Source: an optimization exercise on an open RTL-to-GDS flow (aim: small area). Production flows keep margins and buffers that such runs may drop.
The RTL was checked by simulation tests, not by an equivalence proof against the original design.
No driver is modelled on the clock port, so clocking that relies on it looks cheaper here than on a real chip.
Power figures rest on the tool's default switching activity, not on a simulated workload.

==> flow/design.v <==
`timescale 1ns / 1ps
module top(
    input          clk     ,
    input          rst_n   ,
    output         trig    ,
    input          echo    ,
    output [3:0]   sel     ,
    output [7:0]   seg     ,
    output [2:0]   led     ,
    input          key     ,
    output [3:0]   sel_1   ,
    output [7:0]   seg_1
    );
    reg [6:0] lo;
    reg [1:0] k;
    reg [4:0] hh;
    reg [2:0] wd;
    wire lo_end = lo[6] & ~lo[5] & ~lo[4] & lo[3] & ~lo[2] & lo[1] & lo[0];     
    wire lo_95  = ~lo[6] & ~lo[5] & lo[3] & lo[2] & ~lo[1] & ~lo[0];            
    wire lo_96  = ~lo[6] & lo[4] & lo[3] & ~lo[2] & ~lo[1] & lo[0];             
    wire lo_1   = ~lo[6] & ~lo[5] & ~lo[3] & ~lo[2] & ~lo[1] & lo[0];           
    wire lo_2   = ~lo[6] & ~lo[4] & ~lo[3] & ~lo[2] & lo[1] & lo[0];            
    wire hh_0   = ~hh[3] & ~hh[2] & ~hh[1] & ~hh[0];                            
    wire hh_24  = hh[4] & ~hh[3] & ~hh[1] & ~hh[0];                             
    wire grp    = wd[2] & wd[0];                                                 
    wire last    = hh_24 & (k == 2'd3);
    wire win_end = last & lo_end;
    wire c9995   = last & lo_95;
    wire c9996   = last & lo_96;
    always @(posedge clk or negedge rst_n) begin
        if (!rst_n) begin
            lo <= 7'd0; k <= 2'd0; hh <= 5'd0; wd <= 3'd0;
        end else begin
            lo <= lo_end ? 7'd0 : {lo[5:0], ~(lo[6] ^ lo[5])};
            if (lo_end) k <= k + 2'd1;
            if (lo_end & (k == 2'd3)) hh <= hh_24 ? 5'd0 : {hh[3:0], ~(hh[4] ^ hh[2])};
            if (win_end) wd <= grp ? 3'd0 : {wd[1:0], ~(wd[2] ^ wd[1])};
        end
    end
    assign trig = hh_0 & (k == 2'd0) & (lo_1 | lo_2);
    reg [3:0]  jr;
    reg [2:0]  jh;
    reg [15:0] G;
    wire       df2  = jr >= 4'd3;                       
    wire [3:0] hs   = {1'b0, jh} + {2'b0, df2, ~df2};   
    wire       jinc = hs >= 4'd5;
    wire       ewrap = G[15] & G[13] & G[11] & G[10] & G[9] & G[4] & G[2];
    always @(posedge clk or negedge rst_n) begin
        if (!rst_n) begin
            jr <= 4'd0; jh <= 3'd0; G <= 16'd0;
        end else if (echo) begin
            if (ewrap) begin
                jr <= 4'd0; jh <= 3'd0; G <= 16'd0;
            end else begin
                jr <= df2 ? jr - 4'd3 : jr + 4'd7;
                jh <= jinc ? hs[2:0] - 3'd5 : hs[2:0];
                G  <= G + {15'd0, jinc};
            end
        end else if (win_end) begin
            jr <= 4'd0; jh <= 3'd0; G <= 16'd0;
        end
    end
    reg [13:0] Q;
    reg [2:0]  R;
    reg [13:0] dreg;
    wire       first = ~wd[2] & ~wd[0];                                         
    wire [13:0] Qa = first ? 14'd0 : Q;
    wire [2:0]  Ra = first ? 3'd0 : R;
    wire [3:0] rh = {1'b0, Ra} + {1'b0, jh};
    wire       cy = rh >= 4'd5;
    always @(posedge clk) begin
        if (c9995) begin
            Q <= Qa + G[13:0] + {13'd0, cy};
            R <= cy ? rh[2:0] - 3'd5 : rh[2:0];
        end
    end
    always @(posedge clk or negedge rst_n) begin
        if (!rst_n) dreg <= 14'd0;
        else if (c9996 & grp) dreg <= Q;
    end
    reg        key_reg, key_value;
    reg [10:0] L;
    wire       lone = L[10] & ~L[9] & ~L[8] & ~L[7] & ~L[6] & ~L[5] & ~L[4] & ~L[3] & ~L[2] & ~L[1] & ~L[0];
    wire       lfb  = (L[10] ^ L[8]) & ~lone;
    always @(posedge clk or negedge rst_n) begin
        if (!rst_n) begin
            key_reg <= 1'b1; key_value <= 1'b1; L <= 11'd0;
        end else begin
            key_reg <= key;
            L <= (key_reg != key) ? 11'd13 : {L[9:0], lfb};
            if (lone) key_value <= key;
        end
    end
    reg        k1, k2, k3;
    wire       kneg  = ~k1 & k2;
    wire       moved = ~k2 & k3;     
    reg [1:0]  st;
    reg [13:0] A, B, s;
    reg [7:0]  nu;           
    reg        sg;           
    always @(posedge clk or negedge rst_n) begin
        if (!rst_n) begin
            k1 <= 1'b0; k2 <= 1'b0; k3 <= 1'b0; st <= 2'd0;
        end else begin
            k1 <= key_value; k2 <= k1; k3 <= k2;
            if (kneg) st <= (st == 2'd2) ? 2'd0 : st + 2'd1;
        end
    end
    wire        st0 = (st == 2'd0), st1 = (st == 2'd1), st2 = (st == 2'd2);
    wire        sfb   = ~(s[13] ^ s[0]);
    wire        s9999 = s[13] & s[12] & ~s[11] & s[10] & ~s[9] & s[8] & s[6] & ~s[5] & ~s[4] & s[2] & s[1] & s[0];
    wire        s7151 = s[13] & s[12] & ~s[10] & ~s[9] & s[8] & ~s[7] & ~s[6] & ~s[5] & s[4] & s[3] & ~s[2] & s[1];
    wire        u209  = ~nu[7] & ~nu[6] & ~nu[4] & ~nu[0];
    wire        twrap = u209 & s7151;
    wire        start = st2 & moved;
    wire        ge    = B >= A;
    wire [13:0] ad    = B + ~A + {13'd0, ge};
    wire [3:0]  dc    = s[11:8];
    wire        dcend = dc[3] & ~dc[2] & ~dc[1] & ~dc[0];
    wire        dbit  = B[13] ^ ~sg;
    wire [8:0]  P     = {s[7:0], dbit};
    wire [9:0]  df    = {1'b0, P} + {2'b01, nu} + 10'd1;
    wire        nb    = df[9] & ~(&nu);
    wire        dstep = st2 & ~moved & ~dcend;
    always @(posedge clk) begin
        if (st0 & kneg) begin
            s <= 14'd0;
        end else if (st1) begin
            if (twrap | s9999) s <= 14'd0;
            else s <= {s[12:0], sfb};
        end else if (start) begin
            s[11:0] <= 12'd0;
        end else if (dstep) begin
            s[7:0]  <= nb ? df[7:0] : P[7:0];
            s[11:8] <= {dc[2:0], ~(dc[3] ^ dc[2])};
        end
    end
    always @(posedge clk) begin
        if ((st0 & kneg) | (st1 & twrap)) nu <= 8'hff;
        else if (st1 & s9999) nu <= nu - 8'd1;
    end
    always @(posedge clk) begin
        if (kneg & ~st2) B <= dreg;
        else if (start) B <= ad;
        else if (dstep) B <= {B[12:0], nb};
        if (start) sg <= ge;
    end
    always @(posedge clk or negedge rst_n) begin
        if (!rst_n) A <= 14'd0;
        else if (moved) A <= B;
    end
    assign led = {1'b0, st};
    function [3:0] digit;
        input [13:0] v;
        input [1:0]  kk;
        reg [7:0] hi, p;
        reg [6:0] lo2;
        reg [4:0] t;
        begin
            hi  = v / 100;
            lo2 = v % 100;
            p   = kk[1] ? {1'b0, lo2} : hi;
            t   = p / 10;
            if (kk[0]) digit = p % 10;
            else       digit = (t >= 5'd10) ? t - 5'd10 : t[3:0];
        end
    endfunction
    function [6:0] seg7;
        input [3:0] d;
        begin
            case (d)
                4'd0: seg7 = 7'b0111111;
                4'd1: seg7 = 7'b0000110;
                4'd2: seg7 = 7'b1011011;
                4'd3: seg7 = 7'b1001111;
                4'd4: seg7 = 7'b1100110;
                4'd5: seg7 = 7'b1101101;
                4'd6: seg7 = 7'b1111101;
                4'd7: seg7 = 7'b0000111;
                4'd8: seg7 = 7'b1111111;
                4'd9: seg7 = 7'b1101111;
                default: seg7 = 7'b1111111;
            endcase
        end
    endfunction
    wire [3:0] selv = {k == 2'd3, k == 2'd2, k == 2'd1, k == 2'd0};
    assign sel   = selv;
    assign sel_1 = selv;
    assign seg   = {selv[2], seg7(digit(dreg, k))};
    assign seg_1 = {selv[2], seg7(digit(A, k))};
endmodule
==> flow/flow/run.sh <==
#!/bin/bash
# Own layout flow: the standard flow with three changes.
#  - Synthesis: the same yosys script as the standard flow's, except that the logic is
#    mapped by an area-only ABC script (area.abc), without yosys's adder
#    extraction and without the Kogge-Stone carry map. It runs for several
#    ABC seeds and keeps the smallest netlist whose registers (names and cell
#    types) equal those of the standard synthesis, which runs first; if none
#    does, the standard synthesis is used.
#  - Clock tree: clkbuf_8 buffers only, no dummy loads.
#  - Port buffers: buf_1.
# Each tool's output goes to a log file in the work folder.
set -euo pipefail
W=$PWD
F=$W/flow
R=$W/orfs/results/$FLOW_PLATFORM/top/base
RB=results/$FLOW_PLATFORM/top/base
NS=6

bash standard.sh synth > std_synth.log 2>&1
cp $R/1_2_yosys.v std_1_2_yosys.v

# 2. own synthesis
EXTRA="CTS_ARGS='-sink_clustering_enable -repair_clock_nets -buf_list sky130_fd_sc_hd__clkbuf_4 -dont_use_dummy_load'"
EXTRA="$EXTRA BUFFER_PORTS_ARGS='-buffer_cell sky130_fd_sc_hd__buf_1'"
sed "s#SYNTH_SCRIPT=[^ ]*#SYNTH_SCRIPT=$F/my_synth.tcl ADDER_MAP_FILE= SYNTH_OPERATIONS_ARGS=-noshare $EXTRA#" standard.sh > my_standard.sh
bash $F/mksynth.sh $W/synth_mod.tcl
export MY_SYNTH_TCL=$W/synth_mod.tcl
for i in $(seq 1 $NS); do
    sed "s/-S 1\b/-S $i/" $F/area.abc > $W/area_$i.abc
    sed "s#WORK_HOME=[^ ]*#WORK_HOME=$W/try$i#" my_standard.sh > try_$i.sh
    (MY_ABC_SCRIPT=$W/area_$i.abc bash try_$i.sh synth > try_$i.log 2>&1 || true) &
done
wait
best=""
bestarea=""
: > flops_check.log
for i in $(seq 1 $NS); do
    f=$W/try$i/$RB/1_2_yosys.v
    st=$W/try$i/reports/$FLOW_PLATFORM/top/base/synth_stat.txt
    [[ -f $f && -f $st ]] || continue
    python3 $F/flops.py std_1_2_yosys.v $f >> flops_check.log 2>&1 || continue
    a=$(grep "Chip area" $st | awk '{print $NF}')
    echo "try $i: area $a" >> flops_check.log
    if [[ -z $best ]] || python3 -c "import sys; sys.exit(0 if $a < $bestarea else 1)"; then
        best=$i
        bestarea=$a
    fi
done
if [[ -n $best ]]; then
    cp $W/try$best/$RB/1_2_yosys.v $R/1_2_yosys.v
    echo "own synthesis used: try $best, area $bestarea" >> flops_check.log
else
    cp std_1_2_yosys.v $R/1_2_yosys.v
    echo "standard synthesis used" >> flops_check.log
fi
rm -f $R/1_synth.odb $R/1_synth.sdc
touch $R/1_2_yosys.v
bash standard.sh synth > odb_synth.log 2>&1

# 3. the rest of the flow
bash my_standard.sh > my_flow.log 2>&1
==> flow/flow/area.abc <==
strash
&get -n
&deepsyn -T 60 -S 1
&put
dch -f
amap
topo
==> flow/flow/flops.py <==
import re, sys
def flops(path):
    txt = open(path).read()
    res = {}
    for m in re.finditer(r'^\s*(sky130_fd_sc_hd__\w+)\s+(\S+)\s*\(', txt, re.M):
        cell, inst = m.group(1), m.group(2)
        base = re.sub(r'_\d+$', '', cell.replace('sky130_fd_sc_hd__', ''))
        if base.startswith(('df', 'edf', 'sdf', 'dl', 'sedf')):
            res[inst] = base
    return res
a, b = flops(sys.argv[1]), flops(sys.argv[2])
bad = 0
for k in sorted(set(a) | set(b)):
    if a.get(k) != b.get(k):
        bad += 1
        if bad <= 10: print("DIFF", k, a.get(k), b.get(k))
print("flops", len(a), len(b), "mismatches", bad)
sys.exit(1 if bad else 0)
==> flow/flow/mksynth.sh <==
#!/bin/bash
# writes $1: a copy of ORFS synth.tcl whose abc step runs $MY_ABC_SCRIPT for
# area only (the adder extraction is switched off by ADDER_MAP_FILE= on the make line)
sed 's#log_cmd abc {\*}$abc_args#log_cmd abc -script $::env(MY_ABC_SCRIPT) {*}$lib_args {*}$lib_dont_use_args#' \
    $FLOW_HOME/scripts/synth.tcl > $1
grep -q 'MY_ABC_SCRIPT' $1
==> flow/flow/my_synth.tcl <==
# The standard flow's synthesis (synth_recipe.tcl) with only the abc mapping step changed
proc synth {args} { yosys synth -nofsm -noshare {*}$args }
source $::env(MY_SYNTH_TCL)
# left out here: clear keep_hierarchy, flatten, clean up, hide names made inside functions, write 1_2_yosys.v
==> flow/standard.sh <==
#!/bin/bash
# synth_recipe.tcl (not shown) runs the flow's synth.tcl, then flattens the netlist and writes it again
# the make line also repeats each setting of config.mk as NAME=value (left out here)
make -C /OpenROAD-flow-scripts/flow DESIGN_CONFIG=/design/flow/config.mk WORK_HOME=/design/flow/orfs CLKGATE_MAP_FILE= SYNTH_SCRIPT=/design/flow/synth_recipe.tcl "${@:-finish}"
==> flow/config.mk <==
export PLATFORM = sky130hd
export DESIGN_NAME = top
export DESIGN_NICKNAME = top
export VERILOG_FILES = /design/flow/design.v
export SDC_FILE = /design/flow/constraint.sdc
export NUM_CORES = 8
export LEC_CHECK = 0
export CAP_MARGIN = 20
export CORE_MARGIN = 2
export CORE_UTILIZATION = 85
export PLACE_DENSITY = 0.95
export SLEW_MARGIN = 20
==> flow/constraint.sdc <==
create_clock -name core_clock -period 120.0 [get_ports {clk}]
set_input_delay 24.0000 -clock core_clock [delete_from_list [all_inputs] [get_ports {clk}]]
set_output_delay 24.0000 -clock core_clock [all_outputs]
set_load 0.01 [all_outputs]
==> results.txt, run 1 <==
- Status: did not finish
- Failed at: global placement without I/O
- Err: [ERROR GPL-0301] Utilization 102.274 % exceeds 100%.
- Num rows: 36
- Warnings from Yosys: 1
- Mapped cell area: ~8500 um^2
- Post-synthesis net count: 1154
- Mapped Cells: 1150
- Height of the die: 104 um
- Avg Inst Size Synth: 7.43 um^2
- Die width: 104 um
- Starting density of the core: 87.4%
==> run 2, diff against run 1 <==
--- a/flow/flow/run.sh
+++ b/flow/flow/run.sh
@@ -6,7 +6,10 @@
 #    ABC seeds and keeps the smallest netlist whose registers (names and cell
 #    types) equal those of the standard synthesis, which runs first; if none
 #    does, the standard synthesis is used.
-#  - Clock tree: clkbuf_8 buffers only, no dummy loads.
+#  - Clock tree: built by hand before the CTS step (mycts.tcl): the clock
+#    port drives one clkbuf_4, which drives the fewest clkbuf_8 leaf buffers
+#    (k-means clusters of the placed flip-flops) that keep the estimated
+#    clock-pin slew within 110 ps.
 #  - Port buffers: buf_1.
 # Each tool's output goes to a log file in the work folder.
 set -euo pipefail
@@ -20,7 +23,8 @@
 cp $R/1_2_yosys.v std_1_2_yosys.v
 
 # 2. own synthesis
-EXTRA="CTS_ARGS='-sink_clustering_enable -repair_clock_nets -buf_list sky130_fd_sc_hd__clkbuf_4 -dont_use_dummy_load'"
+export MYCTS_TCL=$F/mycts.tcl
+EXTRA="CTS_ARGS='-clk_nets clk' PRE_CTS_TCL=$F/mycts_hook.tcl"
 EXTRA="$EXTRA BUFFER_PORTS_ARGS='-buffer_cell sky130_fd_sc_hd__buf_1'"
 sed "s#SYNTH_SCRIPT=[^ ]*#SYNTH_SCRIPT=$F/my_synth.tcl ADDER_MAP_FILE= SYNTH_OPERATIONS_ARGS=-noshare $EXTRA#" standard.sh > my_standard.sh
 bash $F/mksynth.sh $W/synth_mod.tcl
==> flow/flow/mycts.tcl (new file) <==
proc mycts_kmeans { xs ys K } {
  set n [llength $xs]
  set order [lsort -indices -real $xs]
  set cx {}; set cy {}
  for {set c 0} {$c < $K} {incr c} {
    set i [lindex $order [expr {int(($c + 0.5) * $n / $K)}]]
    lappend cx [lindex $xs $i]; lappend cy [lindex $ys $i]
  }
  set asg [lrepeat $n 0]
  for {set iter 0} {$iter < 100} {incr iter} {
    for {set i 0} {$i < $n} {incr i} {
      set best 0; set bd 1e30
      for {set c 0} {$c < $K} {incr c} {
        set dx [expr {[lindex $xs $i] - [lindex $cx $c]}]
        set dy [expr {[lindex $ys $i] - [lindex $cy $c]}]
        set d [expr {$dx * $dx + $dy * $dy}]
        if {$d < $bd} { set bd $d; set best $c }
      }
      lset asg $i $best
    }
    for {set c 0} {$c < $K} {incr c} {
      set sx 0; set sy 0; set m 0
      for {set i 0} {$i < $n} {incr i} {
        if {[lindex $asg $i] == $c} { set sx [expr {$sx + [lindex $xs $i]}]; set sy [expr {$sy + [lindex $ys $i]}]; incr m }
      }
      if {$m > 0} { lset cx $c [expr {$sx / $m}]; lset cy $c [expr {$sy / $m}] }
    }
  }
  return [list $asg $cx $cy]
}

# drive the pins in iterms from K new buffers of type bufcell; returns the new
# buffers' input iterms and their positions
proc mycts_level { iterms xs ys K bufcell tag } {
  set block [ord::get_db_block]
  lassign [mycts_kmeans $xs $ys $K] asg cx cy
  set master [[ord::get_db] findMaster $bufcell]
  set ins {}; set bx {}; set by {}
  set n [llength $iterms]
  for {set c 0} {$c < $K} {incr c} {
    set buf [odb::dbInst_create $block $master "mycts_${tag}_$c"]
    set net [odb::dbNet_create $block "mycts_${tag}_net_$c"]
    $net setSigType CLOCK
    [$buf findITerm X] connect $net
    set m 0
    for {set i 0} {$i < $n} {incr i} {
      if {[lindex $asg $i] == $c} {
        set it [lindex $iterms $i]
        $it disconnect
        $it connect $net
        incr m
      }
    }
    $buf setLocation [expr {int([lindex $cx $c])}] [expr {int([lindex $cy $c])}]
    $buf setPlacementStatus PLACED
    lappend ins [$buf findITerm A]; lappend bx [lindex $cx $c]; lappend by [lindex $cy $c]
    puts "mycts: $tag buffer $c drives $m pins"
  }
  return [list $ins $bx $by]
}

proc mycts_build { K1 leafbuf K2 midbuf } {
  set block [ord::get_db_block]
  set clknet [$block findNet clk]
  set sinks {}; set xs {}; set ys {}
  foreach it [$clknet getITerms] {
    set bb [[$it getInst] getBBox]
    lappend sinks $it
    lappend xs [expr {([$bb xMin] + [$bb xMax]) / 2.0}]
    lappend ys [expr {([$bb yMin] + [$bb yMax]) / 2.0}]
  }
  lassign [mycts_level $sinks $xs $ys $K1 $leafbuf leaf] ins bx by
  if {$K2 > 0} {
    lassign [mycts_level $ins $bx $by $K2 $midbuf mid] ins bx by
  }
  foreach it $ins { $it connect $clknet }
  global_connect
}

# remove a tree made by mycts_build: clock pins back on clk, buffers deleted
proc mycts_undo { } {
  set block [ord::get_db_block]
  set clknet [$block findNet clk]
  foreach inst [$block getInsts] {
    if {![string match "mycts_*" [$inst getName]]} { continue }
    set net [[$inst findITerm X] getNet]
    foreach it [$net getITerms] {
      if {[$it getInst] == $inst} { continue }
      $it disconnect
      $it connect $clknet
    }
  }
  foreach inst [$block getInsts] {
    if {[string match "mycts_*" [$inst getName]]} {
      set net [[$inst findITerm X] getNet]
      odb::dbInst_destroy $inst
      odb::dbNet_destroy $net
    }
  }
}

proc mycts_worst_slew { } {
  set_propagated_clock [all_clocks]
  estimate_parasitics -placement
  set worst 0
  foreach p [all_registers -clock_pins] {
    foreach prop {slew_max_rise slew_max_fall} {
      if {[catch {set s [get_property $p $prop]}]} { continue }
      if {$s > $worst} { set worst $s }
    }
  }
  return $worst
}

# smallest number of leaves (from kmin) whose estimated clock-pin slew is
# within limit (ns)
proc mycts_auto { kmin kmax limit leafbuf rootbuf } {
  for {set k $kmin} {$k <= $kmax} {incr k} {
    mycts_build $k $leafbuf 1 $rootbuf
    set w [mycts_worst_slew]
    puts "mycts: $k leaves, worst clock-pin slew $w"
    if {$w <= $limit || $k == $kmax} { return $k }
    mycts_undo
  }
}
==> flow/flow/mycts_hook.tcl (new file) <==
# PRE_CTS_TCL hook: build the clock tree by hand (mycts.tcl) before the
# standard CTS step, whose clock_tree_synthesis call is then limited to the
# clk net, which now has a single sink and is skipped.
source $::env(MYCTS_TCL)
mycts_auto 8 24 0.110 sky130_fd_sc_hd__clkbuf_8 sky130_fd_sc_hd__clkbuf_4
==> flow/config.mk (replaced) <==
export PLATFORM = sky130hd
export DESIGN_NAME = top
export DESIGN_NICKNAME = top
export VERILOG_FILES = /design/flow/design.v
export SDC_FILE = /design/flow/constraint.sdc
export NUM_CORES = 8
export LEC_CHECK = 0
export CAP_MARGIN = 0
export CORE_MARGIN = 2
export CORE_UTILIZATION = 40
export SLEW_MARGIN = 0
==> run 2 against run 1 <==
- the run now finishes clean
- synthesized area stayed put
- synthesized cell count stayed put
==> results.txt, run 2 <==
- Fin crit share: 31.1%
- Detailed Route WL: slightly below 20 mm
- Setup TNS: 0 ps
- Later-pin clock latency in the skew report: about 600 ps
- Most flops, register: G
- Layout Utilization: 43.6%
- CP peak stage delay: 550 ps
- Post CTS Setup Buffer Count: 0
- Critical path peak fanout: 7
- Gr usage total: between 10% and 20%
- Hold bufs inserted after CTS: 0
- Worst Path Required: between 90000 and 100000 ps
- Warnings from Yosys: 1 (unchanged)
- Vias in the first global route: between 7000 and 8000
- Slew @ Worst Pin: 760 ps
- Largest net degree at the start of global routing: 56
- I/O pins: 32
- Global placement routability congestion: ~0.83
- Setup slack, reg-to-reg: 112790 ps
- Most frequent cells in the layout: nor2_1 (227), clkinv_1 (149), nand2_1 (125), o21ai_0 (96), a21oi_1 (88)
- Area delta synth->final: 7.29%
- First-pass GRT wire length: approximately 33 mm
- PnR worst setup slack: roughly 83000 ps
- Die width: 150 um (+44%)
- Starting density of the core: 40.6% (-47 points)
- Most common cell after layout, fill and taps aside: nor2_1
- Mapped cell area: 8540 um^2 (unchanged)
- Clock Skew: approximately 34 ps
- Post-synthesis net count: 1154 (unchanged)
- VDD IR-drop max: 0.0180 mV
- Final setup vio count: 0
- Slew Limit Fails: 0
- Share of cells above drive strength 1: 1.93%
- Minimum clock period: 37340 ps
- RSZ-0062 raised after global routing: no
- Setup crit start kind: register
- Post-route DRC violation count: 0
- Crit end category: output pin
- Nets: 1195
- Post-DP HPWL: 15.1 mm
- DRT antenna net count: 0
- Avg Inst Size Synth: 7.43 um^2 (unchanged)
- Via count: 7773
- Number of flip-flops in the largest register: 16
- Via/cell ratio: 5.31
- 1st-iter DRT viols: 414
- CP max-delay cell: a222oi_1
- Most frequent CP cell: nor2_1
- Mapped Cells: 1150 (unchanged)
- Leakage: around 0.0035 uW
- Drt wl/cell: 13.3 um
- Height of the die: 150 um (+44%)
- Status: timing/DRC/antenna clean
- GR Overflow Total: 0
- Initial antenna violation count: 1
- Power Density: between 20 and 30 nW/um^2
- Number of port buffers: 30
- Num rows: 53 (+47%)
- # resized after CTS: 0
- MaxCap Viol Count: 0
- Fmax: 26.8 MHz
- CP Class: register to output pin
- CP arrival: 13340 ps
- Final Hold Fails: 0
- TritonRoute pass-1 iters: 5
- Rel. slew slack: 49.2%
- Worst min path class: register to register
- Core area: 21000 um^2
- Worst-path clk slew: about 80 ps
- Place WS: 83310 ps
- Die Footprint: between 20000 and 25000 um^2
[run 2: metal layers]
| metal | global-route usage, % | wire length [um] |
|---|---|---|
| met5 | 0 | 0 |
| met4 | 2.26 | 291 |
| met3 | 1.30 | 629 |
| met2 | 30.9 | 9280 |
| met1 | 23.7 | 9220 |
[run 2: path summary, 6_finish.rpt]
kind | start | to | cells past startpoint
min reg2reg | lo[2] | lo[3] | 0
max reg2reg | wd[2] | Q[13] | 61
max | dreg[10] | seg[3] | 66
min in group asynchronous | rst_n | jh[0] | 1
min | lo[2] | lo[3] | 0
max in group asynchronous | rst_n | A[7] | 2
[run 2: report_power, final]
part	total [uW]	switching, uW	internal [uW]
Combinational	147	94.7	52.8
Clock	24.0	14.9	9.15
Sequential	61.1	5.31	55.8
Total	233	115	118
[run 2: worst max-delay path, delay by kind of cell, from the launching register on]
| kind | cells | cell delay, ps |
|---|---|---|
| AO/OA/AOI/OAI | 27 | 6230 |
| buffers and inverters | 8 | 1100 |
| flip-flops | 1 | 410 |
| AND/OR/NAND/NOR | 31 | 5000 |
[run 2: layout make-up]
cell class | instances | area [um^2]
diodes | 1 | 2.50
fillers | 2156 | 11900
flip-flops and latches | 140 | 3560
well taps | 275 | 344
multi-input cells | 851 | 4370
inverters | 149 | 559
plain buffers | 13 | 173
repair buffers | 36 | 161
[run 2: metrics by stage]
stage,instances,hold slack (ps),instance area [um^2],total power (uW)
after floorplan,1150,355,8540,177
after global placement,1451,365,8990,207
after detailed placement,1451,368,8990,208
after CTS,1464,389,9160,233
after global routing,1464,397,9160,259
final,1465,388,9170,233
==> run 3, diff against run 2 <==
--- a/flow/config.mk
+++ b/flow/config.mk
@@ -5,7 +5,8 @@
 export SDC_FILE = /design/flow/constraint.sdc
 export NUM_CORES = 8
 export LEC_CHECK = 0
-export CAP_MARGIN = 0
+export CAP_MARGIN = 20
 export CORE_MARGIN = 2
 export CORE_UTILIZATION = 40
-export SLEW_MARGIN = 0
+export GPL_TIMING_DRIVEN = 0
+export SLEW_MARGIN = 20
==> run 3 against run 2 <==
- cell area rose by 1.2%
- via count is 0.50% lower
- total power fell by 0.44%
- global-route usage is 0.38 points lower
- critical path depth grew 5
- clock skew shrank 17 ps
- critical path type unchanged
- final cell count grew 0.68%
- first-iteration DRC count fell by 29%
- utilization increased by 0.54 points
- fmax decreased by 0.99%
- routed wire length decreased by 1.0%
- setup slack got worse by 370 ps
==> results.txt, run 3 <==
- Fin crit share: 31.4% (+0.31 points)
- Power Density: 25.0 nW/um^2 (-1.7%)
- Most common cell after layout, fill and taps aside: nor2_1
- First-pass GRT wire length: 32.3 mm (-2.5%)
- TritonRoute pass-1 iters: 5 (unchanged)
- Die Footprint: 22500 um^2 (unchanged)
- Number of flip-flops in the largest register: 16 (unchanged)
- CP Class: register to output pin
- Later-pin clock latency in the skew report: 590 ps (about the same)
- Avg Inst Size Synth: 7.43 um^2 (unchanged)
- Worst min path class: register to register
- Rel. slew slack: 42.6% (-6.6 points)
- R2R depth: 61 (unchanged)
- Minimum clock period: 37710 ps (+372 ps)
- MaxCap Viol Count: 0 (unchanged)
- Final setup vio count: 0 (unchanged)
- Hold bufs inserted after CTS: 0 (unchanged)
- VDD IR-drop max: 0.0239 mV (+33%)
- Detailed Route WL: 19.2 mm (-1.0%)
- CP peak stage delay: 430 ps (-120 ps)
- Final Hold Fails: 0 (unchanged)
- 1st-iter DRT viols: 296 (-29%)
- PnR worst setup slack: 82290 ps (-372 ps)
- Worst-path clk slew: 80 ps (about the same)
- Crit end category: output pin
- CP arrival: 13710 ps (+370 ps)
- Number of port buffers: 30 (unchanged)
- CP max-delay cell: o21ai_0
- Mapped cell area: 8540 um^2 (unchanged)
- Global placement routability congestion: 0.861 (+3.9%)
- Vias in the first global route: 7068 (-0.62%)
- R2R Path Start: wd[2]
- Die width: 150 um (unchanged)
- Multi-input gate area: 4380 um^2 (+0.14%)
- Via/cell ratio: 5.24 (-1.2%)
- Via count: 7734 (-0.50%)
- Gr usage total: 16.9% (-0.38 points)
- Most flops, register: G
- Place WS: 82950 ps (-358 ps)
- Setup crit start kind: register
- Filler Cells Inserted: 2139 (-0.79%)
- CP Depth: 71 (+7.6%)
- Post-route DRC violation count: 0 (unchanged)
- Slew @ Worst Pin: 855 ps (+95.7 ps)
- Mapped Cells: 1150 (unchanged)
- Initial antenna violation count: 1 (unchanged)
- Slew Limit Fails: 0 (unchanged)
- Worst Path Buf+Inv: 10 (+2)
- Nets: 1205 (+0.84%)
- Status: timing/DRC/antenna clean
- Hold_sp: k2
- Post-DP HPWL: 15.2 mm (+1.1%)
- RSZ-0062 raised after global routing: no
- Leakage: 0.00356 uW (+1.6%)
- Fmax: 26.5 MHz (-0.99%)
- DRT antenna net count: 0 (unchanged)
- Warnings from Yosys: 1 (unchanged)
- # resized after CTS: 0 (unchanged)
- Num rows: 53 (unchanged)
- Most frequent CP cell: nor2_1
- Drt wl/cell: 13.0 um (-1.7%)
- Clock Skew: 17.7 ps (-16.5 ps)
- Starting density of the core: 40.6% (unchanged)
- Crit path capture: seg_1[3]
- Setup slack, reg-to-reg: 112840 ps (+50 ps)
- Most frequent cells in the layout: nor2_1 (227), clkinv_1 (149), nand2_1 (125), o21ai_0 (95), a21oi_1 (88)
- Height of the die: 150 um (unchanged)
- Register Area: 3560 um^2 (unchanged)
- CP top delay family: compound AO/OA/AOI/OAI gates
- Core area: 21000 um^2 (unchanged)
- Dpl cells: 1461 (+0.69%)
- Post-synthesis net count: 1154 (unchanged)
- Critical path peak fanout: 9 (+2)
- Worst Path Required: 96000 ps (about the same)
- Area delta synth->final: 8.63%
- GR Overflow Total: 0 (unchanged)
- Largest net degree at the start of global routing: 30 (-46%)
- Critical path origin: A[9]
- Layout Cells excl Fill: 1475 (+0.68%)
- Reg-to-reg endpoint: Q[13]
- Setup TNS: 0 ps (unchanged)
- Post CTS Setup Buffer Count: 0 (unchanged)
- I/O pins: 32 (unchanged)
- Share of cells above drive strength 1: 2.59% (+0.65 points)
run 3: changes by cell type in the layout (fill, tap and decap cells not counted):
cell	before	now
o21ai_1	0	1
buf_1	29	32
nor4_1	4	3
nor4_2	1	2
buf_16	0	1
o21ai_0	96	95
clkbuf_4	2	1
buf_2	0	2
buf_6	0	1
buf_4	6	8
buf_12	0	2
run 3: cell type report:
class,instances,area share (%)
multi-input combinational,851,47.2
sequential,140,38.3
inverter,149,6.03
tap,275,3.71
buffer,23,2.55
timing repair buffer,36,2.21
antenna,1,0.0270
run 3: worst min path at each step:
stage	endpoint	slack, ps	cells past startpoint
after floorplan	k2	350	0
after global placement	k3	360	0
after detailed placement	k3	370	0
after CTS	k3	390	0
after global routing	k3	400	0
final	k3	390	0
run 3: report_power, final:
group,internal (uW),switching (uW),total (uW)
logic,52.8,93.8,147
clock network,9.15,14.7,23.8
registers,55.8,5.29,61.1
total,118,114,232
run 3: through the flow:
| stage | hold WS, ps | area, um^2 | power [uW] | utilization (%) |
|---|---|---|---|---|
| final | 387 | 9280 | 232 | 44.1 |
| after global routing | 395 | 9280 | 258 | 44.1 |
| after CTS | 389 | 9280 | 233 | 44.1 |
| after detailed placement | 370 | 9100 | 208 | 43.3 |
| after global placement | 364 | 9000 | 206 | 42.8 |
| after floorplan | 355 | 8540 | 177 | - |
run 3: metal layers:
| layer | vias to the layer above | track usage (%) | part of all wire (%) | routed length (um) |
|---|---|---|---|---|
| li1 | 4147 | - | - | - |
| met1 | 3468 | 23.0 | 48 | 9190 |
| met2 | 93 | 30.0 | 47 | 8990 |
| met3 | 26 | 1.21 | 3.3 | 627 |
| met4 | 0 | 3.21 | 2.2 | 417 |
| met5 | - | 0 | 0 | 0 |
==> run 4, diff against run 3 <==
--- a/flow/config.mk
+++ b/flow/config.mk
@@ -8,5 +8,4 @@
 export CAP_MARGIN = 20
 export CORE_MARGIN = 2
 export CORE_UTILIZATION = 40
-export GPL_TIMING_DRIVEN = 0
 export SLEW_MARGIN = 20
==> run 4 against run 3 <==
- sequential power about the same
- cell area down 1.2%
- highest routed layer unchanged
- clock power about the same
- first-iteration DRC count up 40%
- sequential cell count unchanged
- critical endpoint is now seg[3]
- worst hold slack better by 1.1 ps
- via count up 0.50%
- routed wire length up 1.0%
==> results.txt, run 4 <==
- Via count: 7773 (+0.50%)
- Via/cell ratio: 5.31 (+1.2%)
- Internal: 118 uW (about the same)
- Most frequent cells in the layout: nor2_1 (227), clkinv_1 (149), nand2_1 (125), o21ai_0 (96), a21oi_1 (88)
- CP top delay family: compound AO/OA/AOI/OAI gates
- Post-route DRC violation count: 0 (unchanged)
- Worst Path Required: 96000 ps (about the same)
- Post CTS Setup Buffer Count: 0 (unchanged)
- Mapped cell area: 8540 um^2 (unchanged)
- Die Footprint: 22500 um^2 (unchanged)
- Most flops, register: G
- Height of the die: 150 um (unchanged)
- # resized after CTS: 0 (unchanged)
- Worst Path Buf+Inv: 8 (-2)
- 1st-iter DRT viols: 414 (+40%)
- Dpl cells: 1451 (-0.68%)
- First-pass GRT wire length: 33.2 mm (+2.6%)
- Clock share of power: 10.3% (about the same)
- Layout Utilization: 43.6% (-0.54 points)
- Slew Limit Fails: 0 (unchanged)
- Largest net degree at the start of global routing: 56 (+87%)
- CP arrival: 13340 ps (-370 ps)
- Power Density: 25.4 nW/um^2 (+1.7%)
- Share of cells above drive strength 1: 1.93% (-0.65 points)
- Post-synthesis net count: 1154 (unchanged)
- Layout Cells excl Fill: 1465 (-0.68%)
- Area delta synth->final: 7.29%
- CP peak stage delay: 550 ps (+120 ps)
- Core area: 21000 um^2 (unchanged)
- Setup TNS: 0 ps (unchanged)
- Die width: 150 um (unchanged)
- Avg Inst Size Synth: 7.43 um^2 (unchanged)
- TritonRoute pass-1 iters: 5 (unchanged)
- Crit end category: output pin
- CP max-delay cell: a222oi_1
- Most common cell after layout, fill and taps aside: nor2_1
- VDD IR-drop max: 0.0180 mV (-25%)
- Leakage: 0.00350 uW (-1.6%)
- Fmax: 26.8 MHz (+1.0%)
- Worst-path clk slew: 80 ps (about the same)
- Final Hold Fails: 0 (unchanged)
- Later-pin clock latency in the skew report: 600 ps (about the same)
- Switching part of the total: 49.4% (+0.25 points)
- Num rows: 53 (unchanged)
- Logic pwr share: 63.4% (about the same)
- Nets: 1195 (-0.83%)
- Most frequent CP cell: nor2_1
- Worst min path class: register to register
- Vias in the first global route: 7112 (+0.62%)
- R2R depth: 61 (unchanged)
- Fin crit share: 31.1% (-0.31 points)
- Final setup vio count: 0 (unchanged)
- Placed Area: 8990 um^2 (-1.3%)
- Non-Filler Cell Area, Final: 9170 um^2 (-1.2%)
- Mapped Cells: 1150 (unchanged)
- Detailed Route WL: 19.4 mm (+1.0%)
- Switching power: 115 uW (+0.96%)
- Critical path peak fanout: 7 (-2)
- MaxCap Viol Count: 0 (unchanged)
- DRT antenna net count: 0 (unchanged)
- Post-DP HPWL: 15.1 mm (-1.1%)
- Sequential share of power: 26.3% (about the same)
- Gr usage total: 17.3% (+0.38 points)
- Number of flip-flops in the largest register: 16 (unchanged)
- Initial antenna violation count: 1 (unchanged)
- Starting density of the core: 40.6% (unchanged)
- Minimum clock period: 37340 ps (-372 ps)
- Rel. slew slack: 49.2% (+6.6 points)
- Final Total Pwr: 233 uW (+0.44%)
- Warnings from Yosys: 1 (unchanged)
- Slew @ Worst Pin: 760 ps (-95.7 ps)
- RSZ-0062 raised after global routing: no
- CP Depth: 66 (-7.0%)
- Hold bufs inserted after CTS: 0 (unchanged)
- Drt wl/cell: 13.3 um (+1.7%)
- I/O pins: 32 (unchanged)
- Number of port buffers: 30 (unchanged)
- Setup crit start kind: register
- CP Class: register to output pin
- Worst hold stages: 0 (unchanged)
- Status: timing/DRC/antenna clean
- Global placement routability congestion: 0.829 (-3.8%)
- GR Overflow Total: 0 (unchanged)
- Clock Skew: 34.2 ps (+16.5 ps)
## run 4: worst paths after layout
kind / slack (ps) / start / end
worst max-delay path: 82660 / dreg[10] / seg[3]
worst min register to register: 390 / lo[2] / lo[3]
min in group asynchronous: 23370 / rst_n / jh[0]
worst max register to register: 112790 / wd[2] / Q[13]
worst min-delay path: 390 / lo[2] / lo[3]
max in group asynchronous: 95540 / rst_n / A[7]
## run 4: power by group through the flow
stage               Combinational [uW]  Sequential [uW]  Clock, uW
floorplan                          117             60.6          0
global placement                   145             62.1          0
detailed placement                 146             62.0          0
CTS                                147             61.1       25.4
global route                       170             62.1       26.7
finish                             147             61.1       24.0
## run 4: area by class of cell
class                      instances  area (um^2)
antenna                            1         2.50
buffer                            13          173
fill                            2156        11900
inverter                         149          559
multi-input combinational        851         4370
sequential                       140         3560
tap                              275          344
timing repair buffer              36          161
## run 4: layer usage
metal	routed length [um]	vias to the layer above	share of wire (%)	GRT usage [%]
li1	-	4119	-	-
met1	9220	3517	47	23.7
met2	9280	116	48	30.9
met3	629	21	3.2	1.30
met4	291	0	1.5	2.26
met5	0	-	0	0
## run 4: stage by stage
| step | hold slack, ps | setup WS (ps) |
|---|---|---|
| after global placement | 365 | 83510 |
| after CTS | 389 | 82610 |
| after global routing | 397 | 80700 |
| after floorplan | 355 | 85600 |
| after detailed placement | 368 | 83310 |
| final | 388 | 82660 |
==> run 5, diff against run 4 <==
--- a/flow/flow/run.sh
+++ b/flow/flow/run.sh
@@ -17,7 +17,7 @@
 F=$W/flow
 R=$W/orfs/results/$FLOW_PLATFORM/top/base
 RB=results/$FLOW_PLATFORM/top/base
-NS=6
+NS=8
 
 bash standard.sh synth > std_synth.log 2>&1
 cp $R/1_2_yosys.v std_1_2_yosys.v
==> run 5 against run 4 <==
- still clean
- via count is the same
- cell area is the same
- sequential cell count is the same
- sequential share of layout area is the same
- register-to-register slack is essentially flat
- final cell count is the same
- clock power is essentially flat
- largest cell class unchanged
- largest power group unchanged
==> results.txt, run 5 <==
- Fin crit share: 31.1% (unchanged)
- Drt wl/cell: 13.3 um (unchanged)
- Worst Path Buf+Inv: 8 (unchanged)
- Register Area: 3560 um^2 (unchanged)
- Hold bufs inserted after CTS: 0 (unchanged)
- Vias in the first global route: 7112 (unchanged)
- Setup crit start kind: register
- Global placement routability congestion: 0.829 (unchanged)
- Multi-input gate area: 4370 um^2 (unchanged)
- Power Density: 25.4 nW/um^2 (unchanged)
- Fmax: 26.8 MHz (unchanged)
- Number of flip-flops in the largest register: 16 (unchanged)
- Avg Inst Size Synth: 7.43 um^2 (unchanged)
- Filler Cells Inserted: 2156 (unchanged)
- Area delta synth->final: 7.29% (unchanged)
- # resized after CTS: 0 (unchanged)
- Slew @ Worst Pin: 760 ps (unchanged)
- Die width: 150 um (unchanged)
- Most common cell after layout, fill and taps aside: nor2_1
- Worst min path class: register to register
- Die Footprint: 22500 um^2 (unchanged)
- Rel. slew slack: 49.2% (unchanged)
- Core area: 21000 um^2 (unchanged)
- Post CTS Setup Buffer Count: 0 (unchanged)
- Most frequent cells in the layout: nor2_1 (227), clkinv_1 (149), nand2_1 (125), o21ai_0 (96), a21oi_1 (88)
- CP Class: register to output pin
- Status: timing/DRC/antenna clean
- Starting density of the core: 40.6% (unchanged)
- GR Overflow Total: 0 (unchanged)
- Number of port buffers: 30 (unchanged)
- VDD IR-drop max: 0.0180 mV (unchanged)
- CP peak stage delay: 550 ps (about the same)
- TritonRoute pass-1 iters: 5 (unchanged)
- Hold WS: 388 ps (unchanged)
- Mapped Cells: 1150 (unchanged)
- Post-DP HPWL: 15.1 mm (unchanged)
- MaxCap Viol Count: 0 (unchanged)
- Detailed Route WL: 19.4 mm (unchanged)
- Leakage: 0.00350 uW (unchanged)
- CP top delay family: compound AO/OA/AOI/OAI gates
- Most flops, register: G
- Largest net degree at the start of global routing: 56 (unchanged)
- Critical path peak fanout: 7 (unchanged)
- Most frequent CP cell: nor2_1
- Post-synthesis net count: 1154 (unchanged)
- Initial antenna violation count: 1 (unchanged)
- Via/cell ratio: 5.31 (unchanged)
- Worst Path Required: 96000 ps (about the same)
- Height of the die: 150 um (unchanged)
- Post-route DRC violation count: 0 (unchanged)
- Later-pin clock latency in the skew report: 600 ps (about the same)
- Final Hold Fails: 0 (unchanged)
- DRT antenna net count: 0 (unchanged)
- Slew Limit Fails: 0 (unchanged)
- Layout Utilization: 43.6% (unchanged)
- Final setup vio count: 0 (unchanged)
- Gr usage total: 17.3% (unchanged)
- 1st-iter DRT viols: 414 (unchanged)
- Worst-path clk slew: 80 ps (about the same)
- CP arrival: 13340 ps (about the same)
- Crit end category: output pin
- Via count: 7773 (unchanged)
- RSZ-0062 raised after global routing: no
- Num rows: 53 (unchanged)
- Minimum clock period: 37340 ps (unchanged)
- I/O pins: 32 (unchanged)
- Nets: 1195 (unchanged)
- Mapped cell area: 8540 um^2 (unchanged)
- Share of cells above drive strength 1: 1.93% (unchanged)
- Warnings from Yosys: 1 (unchanged)
- Setup TNS: 0 ps (unchanged)
- First-pass GRT wire length: 33.2 mm (unchanged)
- CP max-delay cell: a222oi_1
- Clock Skew: 34.2 ps (unchanged)
==> run 5: stage by stage <==
| step | cell area [um^2] | power (uW) | setup slack (ps) | instances |
|---|---|---|---|---|
| 2_1_floorplan | 8540 | 177 | 85600 | 1150 |
| 3_3_place_gp | 8990 | 207 | 83510 | 1451 |
| 3_5_place_dp | 8990 | 208 | 83310 | 1451 |
| 4_1_cts | 9160 | 233 | 82610 | 1464 |
| 5_1_grt | 9160 | 259 | 80700 | 1464 |
| 6_report | 9170 | 233 | 82660 | 1465 |
==> run 5: worst reg2reg max path: cells and delay by family (launching register included) <==
| kind | cells | cell delay (ps) |
|---|---|---|
| AO/OA/AOI/OAI | 17 | 2160 |
| buffers and inverters | 3 | 710 |
| flip-flops | 1 | 420 |
| AND/OR/NAND/NOR | 41 | 3650 |
==> run 5: worst paths after layout <==
check,depth (start not counted),startpoint,end,slack (ps)
max in group asynchronous,2,rst_n,A[7],95540
min reg2reg,0,lo[2],lo[3],390
max,66,dreg[10],seg[3],82660
min,0,lo[2],lo[3],390
min in group asynchronous,1,rst_n,jh[0],23370
max reg2reg,61,wd[2],Q[13],112790
==> run 5: layout make-up <==
| cell class | count | share of cell area (%) |
|---|---|---|
| Timing Repair Buffer | 36 | 1.76 |
| Multi-Input combinational cell | 851 | 47.7 |
| Antenna cell | 1 | 0.0273 |
| Tap cell | 275 | 3.75 |
| Inverter | 149 | 6.10 |
| Buffer | 13 | 1.88 |
| Sequential cell | 140 | 38.8 |
==> run 5: routing by layer <==
metal | share of wire [%] | GRT usage, % | vias to the layer above
met5 | 0 | 0 | -
met4 | 1.5 | 2.26 | 0
met3 | 3.2 | 1.30 | 21
met2 | 48 | 30.9 | 116
met1 | 47 | 23.7 | 3517
li1 | - | - | 4119
==> run 5: report_power, final <==
group / switching [uW] / leakage [uW] / total [uW] / internal (uW)
Clock: 14.9 / 0.0000909 / 24.0 / 9.15
Combinational: 94.7 / 0.00181 / 147 / 52.8
Sequential: 5.31 / 0.00160 / 61.1 / 55.8
Total: 115 / 0.00350 / 233 / 118
==> run 6, diff against run 5 <==
--- a/flow/design.v
+++ b/flow/design.v
@@ -97,7 +97,6 @@
     reg [1:0]  st;
     reg [13:0] A, B, s;
     reg [7:0]  nu;           
-    reg        sg;           
     always @(posedge clk or negedge rst_n) begin
         if (!rst_n) begin
             k1 <= 1'b0; k2 <= 1'b0; k3 <= 1'b0; st <= 2'd0;
@@ -117,7 +116,7 @@
     wire [13:0] ad    = B + ~A + {13'd0, ge};
     wire [3:0]  dc    = s[11:8];
     wire        dcend = dc[3] & ~dc[2] & ~dc[1] & ~dc[0];
-    wire        dbit  = B[13] ^ ~sg;
+    wire        dbit  = B[13] ^ ~s[12];
     wire [8:0]  P     = {s[7:0], dbit};
     wire [9:0]  df    = {1'b0, P} + {2'b01, nu} + 10'd1;
     wire        nb    = df[9] & ~(&nu);
@@ -129,7 +128,7 @@
             if (twrap | s9999) s <= 14'd0;
             else s <= {s[12:0], sfb};
         end else if (start) begin
-            s[11:0] <= 12'd0;
+            s[12:0] <= {ge, 12'd0};
         end else if (dstep) begin
             s[7:0]  <= nb ? df[7:0] : P[7:0];
             s[11:8] <= {dc[2:0], ~(dc[3] ^ dc[2])};
@@ -143,7 +142,6 @@
         if (kneg & ~st2) B <= dreg;
         else if (start) B <= ad;
         else if (dstep) B <= {B[12:0], nb};
-        if (start) sg <= ge;
     end
     always @(posedge clk or negedge rst_n) begin
         if (!rst_n) A <= 14'd0;
==> run 6 against run 5 <==
- sequential cell count down 1
- sequential share of layout area down 0.36 points
- largest power group unchanged
- critical path type unchanged
- total power up 0.73%
- synthesized area up 0.26%
- via count up 1.6%
- sequential power down 2%
- setup slack worse by 600 ps
- cell area about the same
- utilization about the same
- clock skew up 1.7 ps
==> results.txt, run 6 <==
- Status: timing/DRC/antenna clean
- 1st-iter DRT viols: 431 (+4.1%)
- CP arrival: 13940 ps (+600 ps)
- First-pass GRT wire length: 33.8 mm (+1.8%)
- TritonRoute pass-1 iters: 5 (unchanged)
- Starting density of the core: 40.7% (+0.11 points)
- Critical path origin: dreg[10]
- Core area: 21000 um^2 (unchanged)
- Die width: 150 um (+0.13%)
- Die Footprint: 22600 um^2 (+0.25%)
- Gr usage total: 17.7% (+0.38 points)
- Final Hold Fails: 0 (unchanged)
- Critical path peak fanout: 6 (-1)
- DRT antenna net count: 0 (unchanged)
- Mapped cell area: 8560 um^2 (+0.26%)
- Fmax: 26.4 MHz (-1.6%)
- Worst min path class: register to register
- Post-route DRC violation count: 0 (unchanged)
- Warnings from Yosys: 1 (unchanged)
- Global placement routability congestion: 0.890 (+7.4%)
- Area delta synth->final: 7.10%
- Worst-path clk slew: 100 ps (+20 ps)
- Mapped Cells: 1154 (+0.35%)
- Drt wl/cell: 13.7 um (+3.3%)
- Power Density: 25.5 nW/um^2 (+0.65%)
- Setup TNS: 0 ps (unchanged)
- I/O pins: 32 (unchanged)
- Crit end category: output pin
- Later-pin clock latency in the skew report: 600 ps (about the same)
- Dpl cells: 1453 (+0.14%)
- Most frequent cells in the layout: nor2_1 (228), clkinv_1 (151), nand2_1 (109), o21ai_0 (100), a21oi_1 (98)
- MaxCap Viol Count: 0 (unchanged)
- Nets: 1197 (+0.17%)
- Leakage: 0.00343 uW (-2.0%)
- Filler Cells Inserted: 2134 (-1.0%)
- GR Overflow Total: 0 (unchanged)
- Most common cell after layout, fill and taps aside: nor2_1
- Final setup vio count: 0 (unchanged)
- Slew @ Worst Pin: 922 ps (+162 ps)
- RSZ-0062 raised after global routing: no
- Largest net degree at the start of global routing: 73 (+30%)
- Num rows: 53 (unchanged)
- CP max-delay cell: nor4bb_1
- Layout Utilization: 43.6% (about the same)
- Number of flip-flops in the largest register: 16 (unchanged)
- Fin crit share: 31.6% (+0.50 points)
- Height of the die: 150 um (+0.13%)
- VDD IR-drop max: 0.0225 mV (+25%)
- Hold bufs inserted after CTS: 0 (unchanged)
- Via/cell ratio: 5.38 (+1.4%)
- Via count: 7895 (+1.6%)
- Worst Path Required: 96000 ps (about the same)
- Most frequent CP cell: nor2_1
- Post CTS Setup Buffer Count: 0 (unchanged)
- Rel. slew slack: 38.6% (-11 points)
- Post-synthesis net count: 1158 (+0.35%)
- Most flops, register: G
- Layout Cells excl Fill: 1467 (+0.14%)
- R2R Path Start: wd[2]
- # resized after CTS: 0 (unchanged)
- Number of port buffers: 30 (unchanged)
- CP peak stage delay: 610 ps (+60 ps)
- Detailed Route WL: 20.1 mm (+3.5%)
- Register Area: 3530 um^2 (-0.84%)
- CP Class: register to output pin
- Share of cells above drive strength 1: 1.76% (-0.17 points)
- Clock Skew: 35.9 ps (+1.68 ps)
- Avg Inst Size Synth: 7.42 um^2 (about the same)
- Vias in the first global route: 7214 (+1.4%)
- Minimum clock period: 37940 ps (+596 ps)
- Post-DP HPWL: 15.4 mm (+2.5%)
- Setup crit start kind: register
- Initial antenna violation count: 1 (unchanged)
- Multi-input gate area: 4410 um^2 (+1.0%)
- Hold_sp: k1
- Slew Limit Fails: 0 (unchanged)
run 6: final cells by class:
type	instances	share of cell area, %
multi-input cells	854	48.1
flip-flops and latches	139	38.4
inverters	151	6.18
well taps	275	3.75
plain buffers	13	1.88
repair buffers	34	1.60
diodes	1	0.0273
run 6: report_power, final:
part           switching (uW)  internal [uW]
logic                    99.0           51.2
clock network            15.2           9.16
registers                5.23           54.5
run 6: metrics by stage:
stage               worst slack [ps]  hold WS [ps]  total power [uW]  area [um^2]
floorplan                      84700           355               177         8560
global placement               83270           364               208         9000
detailed placement             82860           370               209         9000
CTS                            82120           393               235         9170
global route                   80040           406               261         9170
finish                         82060           387               234         9170
run 6: worst max-delay path: cells and delay by family, from the launching register on:
kind,cells,cell delay (ps)
flops,1,390
simple gates,32,5890
compound gates,28,5310
buf+inv,14,1800
run 6: routing by layer:
layer,vias to the layer above,track usage (%),wire length [um]
li1,4171,-,-
met1,3575,24.7,9730
met2,123,30.2,9260
met3,26,1.64,688
met4,0,3.44,413
met5,-,0,0
run 6: path summary, 6_finish.rpt:
| check | to | slack [ps] | depth (start not counted) |
|---|---|---|---|
| min in group asynchronous | st[0] | 23270 | 1 |
| min reg2reg | k2 | 390 | 0 |
| max | seg[0] | 82060 | 74 |
| max reg2reg | Q[13] | 112790 | 55 |
| max in group asynchronous | jr[1] | 95520 | 2 |
| min | k2 | 390 | 0 |
==> run 7, diff against run 6 <==
--- a/flow/design.v
+++ b/flow/design.v
@@ -38,26 +38,24 @@
         end
     end
     assign trig = hh_0 & (k == 2'd0) & (lo_1 | lo_2);
-    reg [3:0]  jr;
-    reg [2:0]  jh;
+    reg [5:0]  jm;
     reg [15:0] G;
-    wire       df2  = jr >= 4'd3;                       
-    wire [3:0] hs   = {1'b0, jh} + {2'b0, df2, ~df2};   
-    wire       jinc = hs >= 4'd5;
+    wire       jinc  = jm >= 6'd33;
+    wire [2:0] jh    = (jm >= 6'd40) ? 3'd4 : (jm >= 6'd30) ? 3'd3 :
+                       (jm >= 6'd20) ? 3'd2 : (jm >= 6'd10) ? 3'd1 : 3'd0;
     wire       ewrap = G[15] & G[13] & G[11] & G[10] & G[9] & G[4] & G[2];
     always @(posedge clk or negedge rst_n) begin
         if (!rst_n) begin
-            jr <= 4'd0; jh <= 3'd0; G <= 16'd0;
+            jm <= 6'd0; G <= 16'd0;
         end else if (echo) begin
             if (ewrap) begin
-                jr <= 4'd0; jh <= 3'd0; G <= 16'd0;
+                jm <= 6'd0; G <= 16'd0;
             end else begin
-                jr <= df2 ? jr - 4'd3 : jr + 4'd7;
-                jh <= jinc ? hs[2:0] - 3'd5 : hs[2:0];
+                jm <= jinc ? jm - 6'd33 : jm + 6'd17;
                 G  <= G + {15'd0, jinc};
             end
         end else if (win_end) begin
-            jr <= 4'd0; jh <= 3'd0; G <= 16'd0;
+            jm <= 6'd0; G <= 16'd0;
         end
     end
     reg [13:0] Q;
--- a/flow/flow/run.sh
+++ b/flow/flow/run.sh
@@ -1,9 +1,9 @@
 #!/bin/bash
 # Own layout flow: the standard flow with three changes.
 #  - Synthesis: the same yosys script as the standard flow's, except that the logic is
-#    mapped by an area-only ABC script (area.abc), without yosys's adder
-#    extraction and without the Kogge-Stone carry map. It runs for several
-#    ABC seeds and keeps the smallest netlist whose registers (names and cell
+#    mapped by an area-only ABC script (area.abc or area2.abc), without
+#    yosys's adder extraction and without the Kogge-Stone carry map. It runs
+#    for several ABC seeds and keeps the smallest netlist whose registers (names and cell
 #    types) equal those of the standard synthesis, which runs first; if none
 #    does, the standard synthesis is used.
 #  - Clock tree: built by hand before the CTS step (mycts.tcl): the clock
@@ -17,7 +17,7 @@
 F=$W/flow
 R=$W/orfs/results/$FLOW_PLATFORM/top/base
 RB=results/$FLOW_PLATFORM/top/base
-NS=8
+NS=16
 
 bash standard.sh synth > std_synth.log 2>&1
 cp $R/1_2_yosys.v std_1_2_yosys.v
@@ -29,12 +29,18 @@
 sed "s#SYNTH_SCRIPT=[^ ]*#SYNTH_SCRIPT=$F/my_synth.tcl ADDER_MAP_FILE= SYNTH_OPERATIONS_ARGS=-noshare $EXTRA#" standard.sh > my_standard.sh
 bash $F/mksynth.sh $W/synth_mod.tcl
 export MY_SYNTH_TCL=$W/synth_mod.tcl
-for i in $(seq 1 $NS); do
-    sed "s/-S 1\b/-S $i/" $F/area.abc > $W/area_$i.abc
-    sed "s#WORK_HOME=[^ ]*#WORK_HOME=$W/try$i#" my_standard.sh > try_$i.sh
-    (MY_ABC_SCRIPT=$W/area_$i.abc bash try_$i.sh synth > try_$i.log 2>&1 || true) &
+# two batches of 8: one ABC round (area.abc), then two rounds (area2.abc)
+for b in 0 1; do
+    for j in $(seq 1 8); do
+        i=$((b * 8 + j))
+        scr=$F/area.abc
+        [[ $b == 1 ]] && scr=$F/area2.abc
+        sed "s/-S 1\b/-S $j/" $scr > $W/area_$i.abc
+        sed "s#WORK_HOME=[^ ]*#WORK_HOME=$W/try$i#" my_standard.sh > try_$i.sh
+        (MY_ABC_SCRIPT=$W/area_$i.abc bash try_$i.sh synth > try_$i.log 2>&1 || true) &
+    done
+    wait
 done
-wait
 best=""
 bestarea=""
 : > flops_check.log
==> flow/flow/area2.abc (new file) <==
strash
&get -n
&deepsyn -T 40 -S 1
&put
dch -f
amap
strash
&get -n
&deepsyn -T 40 -S 1
&put
dch -f
amap
topo
==> run 7 against run 6 <==
- die area decreased by 0.77%
- total power fell by 16%
- critical path type unchanged
- synthesized cell count fell by 1.6%
- utilization grew 0.11 points
- clock skew grew 5.5 ps
- global-route usage grew 0.27 points
- clock power up 7%
- combinational power down 25%
- register-to-register slack got worse by 80 ps
- critical endpoint is now seg_1[0]
- largest power group unchanged
==> results.txt, run 7 <==
- Share of cells above drive strength 1: 2.38% (+0.61 points)
- Die Footprint: 22400 um^2 (-0.77%)
- Rel. slew slack: 42.1% (+3.5 points)
- First-pass GRT wire length: 33.9 mm (+0.27%)
- Later-pin clock latency in the skew report: 640 ps (+40 ps)
- Minimum clock period: 37490 ps (-448 ps)
- Post CTS Setup Buffer Count: 0 (unchanged)
- Global placement routability congestion: 0.918 (+3.1%)
- Mapped cell area: 8500 um^2 (-0.79%)
- Via count: 8002 (+1.4%)
- DRT antenna net count: 0 (unchanged)
- MaxCap Viol Count: 0 (unchanged)
- Num rows: 53 (unchanged)
- Die width: 150 um (-0.39%)
- R2R depth: 41 (-25%)
- Vias in the first global route: 7220 (+0.083%)
- Most flops, register: G
- Most frequent CP cell: nor2_1
- Post-route DRC violation count: 0 (unchanged)
- Post-synthesis net count: 1139 (-1.6%)
- Worst Path Required: 96000 ps (about the same)
- Warnings from Yosys: 1 (unchanged)
- CP Class: register to output pin
- Via/cell ratio: 5.50 (+2.3%)
- Final setup vio count: 0 (unchanged)
- Starting density of the core: 40.5% (-0.19 points)
- GR Overflow Total: 0 (unchanged)
- CP arrival: 13490 ps (-450 ps)
- Clock Skew: 41.4 ps (+5.54 ps)
- Worst-path clk slew: 90 ps (about the same)
- Hold bufs inserted after CTS: 0 (unchanged)
- Post-DP HPWL: 15.5 mm (+0.36%)
- CP max-delay cell: o311ai_0
- Detailed Route WL: 20.4 mm (+1.5%)
- Status: timing/DRC/antenna clean
- Fmax: 26.7 MHz (+1.2%)
- Fin crit share: 31.2% (-0.37 points)
- Mapped Cells: 1135 (-1.6%)
- Drt wl/cell: 14.0 um (+2.4%)
- RSZ-0062 raised after global routing: no
- 1st-iter DRT viols: 427 (-0.93%)
- Number of flip-flops in the largest register: 16 (unchanged)
- Setup crit start kind: register
- Number of port buffers: 30 (unchanged)
- Final Hold Fails: 0 (unchanged)
- Power Density: 21.6 nW/um^2 (-16%)
- Avg Inst Size Synth: 7.49 um^2 (+0.87%)
- TritonRoute pass-1 iters: 5 (unchanged)
- Place WS: 83360 ps (+507 ps)
- Worst hold stages: 0 (unchanged)
- Worst min path class: register to register
- Area delta synth->final: 7.88%
- Height of the die: 150 um (-0.39%)
- Hold WS: 387 ps (+0.274 ps)
- Leakage: 0.00341 uW (-0.60%)
- Gr usage total: 18.0% (+0.27 points)
- Initial antenna violation count: 1 (unchanged)
- Most common cell after layout, fill and taps aside: nor2_1
- # resized after CTS: 0 (unchanged)
- Most frequent cells in the layout: nor2_1 (244), clkinv_1 (135), o21ai_0 (92), dfrtp_1 (83)
- Critical path peak fanout: 7 (+1)
- PnR worst setup slack: 82510 ps (+448 ps)
- Crit end category: output pin
- Nets: 1184 (-1.1%)
- VDD IR-drop max: 0.0123 mV (-46%)
- Core area: 21000 um^2 (-0.32%)
- Largest net degree at the start of global routing: 69 (-5.5%)
- Setup TNS: 0 ps (unchanged)
- I/O pins: 32 (unchanged)
- CP peak stage delay: 500 ps (-110 ps)
- Slew Limit Fails: 0 (unchanged)
- Slew @ Worst Pin: 869 ps (-52.8 ps)
run 7: area by class of cell:
cell class,count,area (um^2)
multi-input cells,852,4440
plain buffers,15,200
fillers,2183,11800
repair buffers,38,174
well taps,275,344
flip-flops and latches,138,3500
inverters,135,507
diodes,1,2.50
run 7: power by group:
| part | internal (uW) | total (uW) | switching, uW |
|---|---|---|---|
| Clock | 10.6 | 26.1 | 15.6 |
| Combinational | 39.0 | 113 | 73.7 |
| Sequential | 53.7 | 58.9 | 5.17 |
run 7: per-layer routing:
layer  up-vias  GRT usage, %  wire [um]
li1       4159             -          -
met4         0          4.25        436
met2       130          31.5       9680
met5         -             0          0
met3        28          1.68        795
met1      3685          24.1       9500
run 7: final timing paths:
| kind | start | endpoint | slack (ps) |
|---|---|---|---|
| setup reg to reg | jm[1] | Q[13] | 112710 |
| setup / recovery | A[10] | seg_1[0] | 82510 |
| hold reg to reg | k2 | k3 | 390 |
| max in group asynchronous | rst_n | A[12] | 95570 |
| hold / removal | k2 | k3 | 390 |
| min in group asynchronous | rst_n | jm[4] | 23250 |
run 7: per-stage QoR:
step | cells | util, % | total power, uW | instance area [um^2]
floorplan | 1135 | - | 146 | 8500
global placement | 1437 | 42.8 | 171 | 8960
detailed placement | 1437 | 42.8 | 171 | 8960
CTS | 1452 | 43.7 | 198 | 9160
global route | 1453 | 43.7 | 218 | 9160
finish | 1454 | 43.7 | 198 | 9170
run 7: worst max-delay path: cells and delay by family, from the launching register on:
kind | cells | cell delay (ps)
and+or+nand+nor | 29 | 4500
buffers and inverters | 12 | 1940
DFF | 1 | 420
AOI/OAI and AO/OA | 27 | 5980

-- static timing again, ports no longer ideal --
How much do the figures lean on ideal ports? The routed layouts below were timed once more, with nothing changed but the port constraints.
Step 1 assumes that a clkbuf_16 drives the clock port and a buf_2 every other input.
Step 2 moves the port delays by t, midway between the first and last clock arrival at a register: inputs arrive t later, outputs are due t later. That takes back most of the time a late clock gives input paths.
a / b / c = ideal / step 1 / step 2; a / b = the first two.
run	t, ns	setup slack, ns	hold slack, ns	clock arrival spread, ns	worst slew at a driven data input, ns
run 2	0.619	82.660 / 82.624 / 83.243	0.388 / 0.388 / 0.388	0.034 / 0.035	0.03
run 3	0.617	82.288 / 82.252 / 82.868	0.387 / 0.387 / 0.387	0.019 / 0.019	0.03
run 4	0.619	82.660 / 82.624 / 83.243	0.388 / 0.388 / 0.388	0.034 / 0.035	0.03
run 5	0.619	82.660 / 82.624 / 83.243	0.388 / 0.388 / 0.388	0.034 / 0.035	0.03
run 6	0.618	82.063 / 82.027 / 82.645	0.387 / 0.387 / 0.387	0.036 / 0.036	0.03
run 7	0.657	82.511 / 82.476 / 83.133	0.387 / 0.387 / 0.387	0.044 / 0.044	0.03
After both steps every run listed still meets setup and hold.
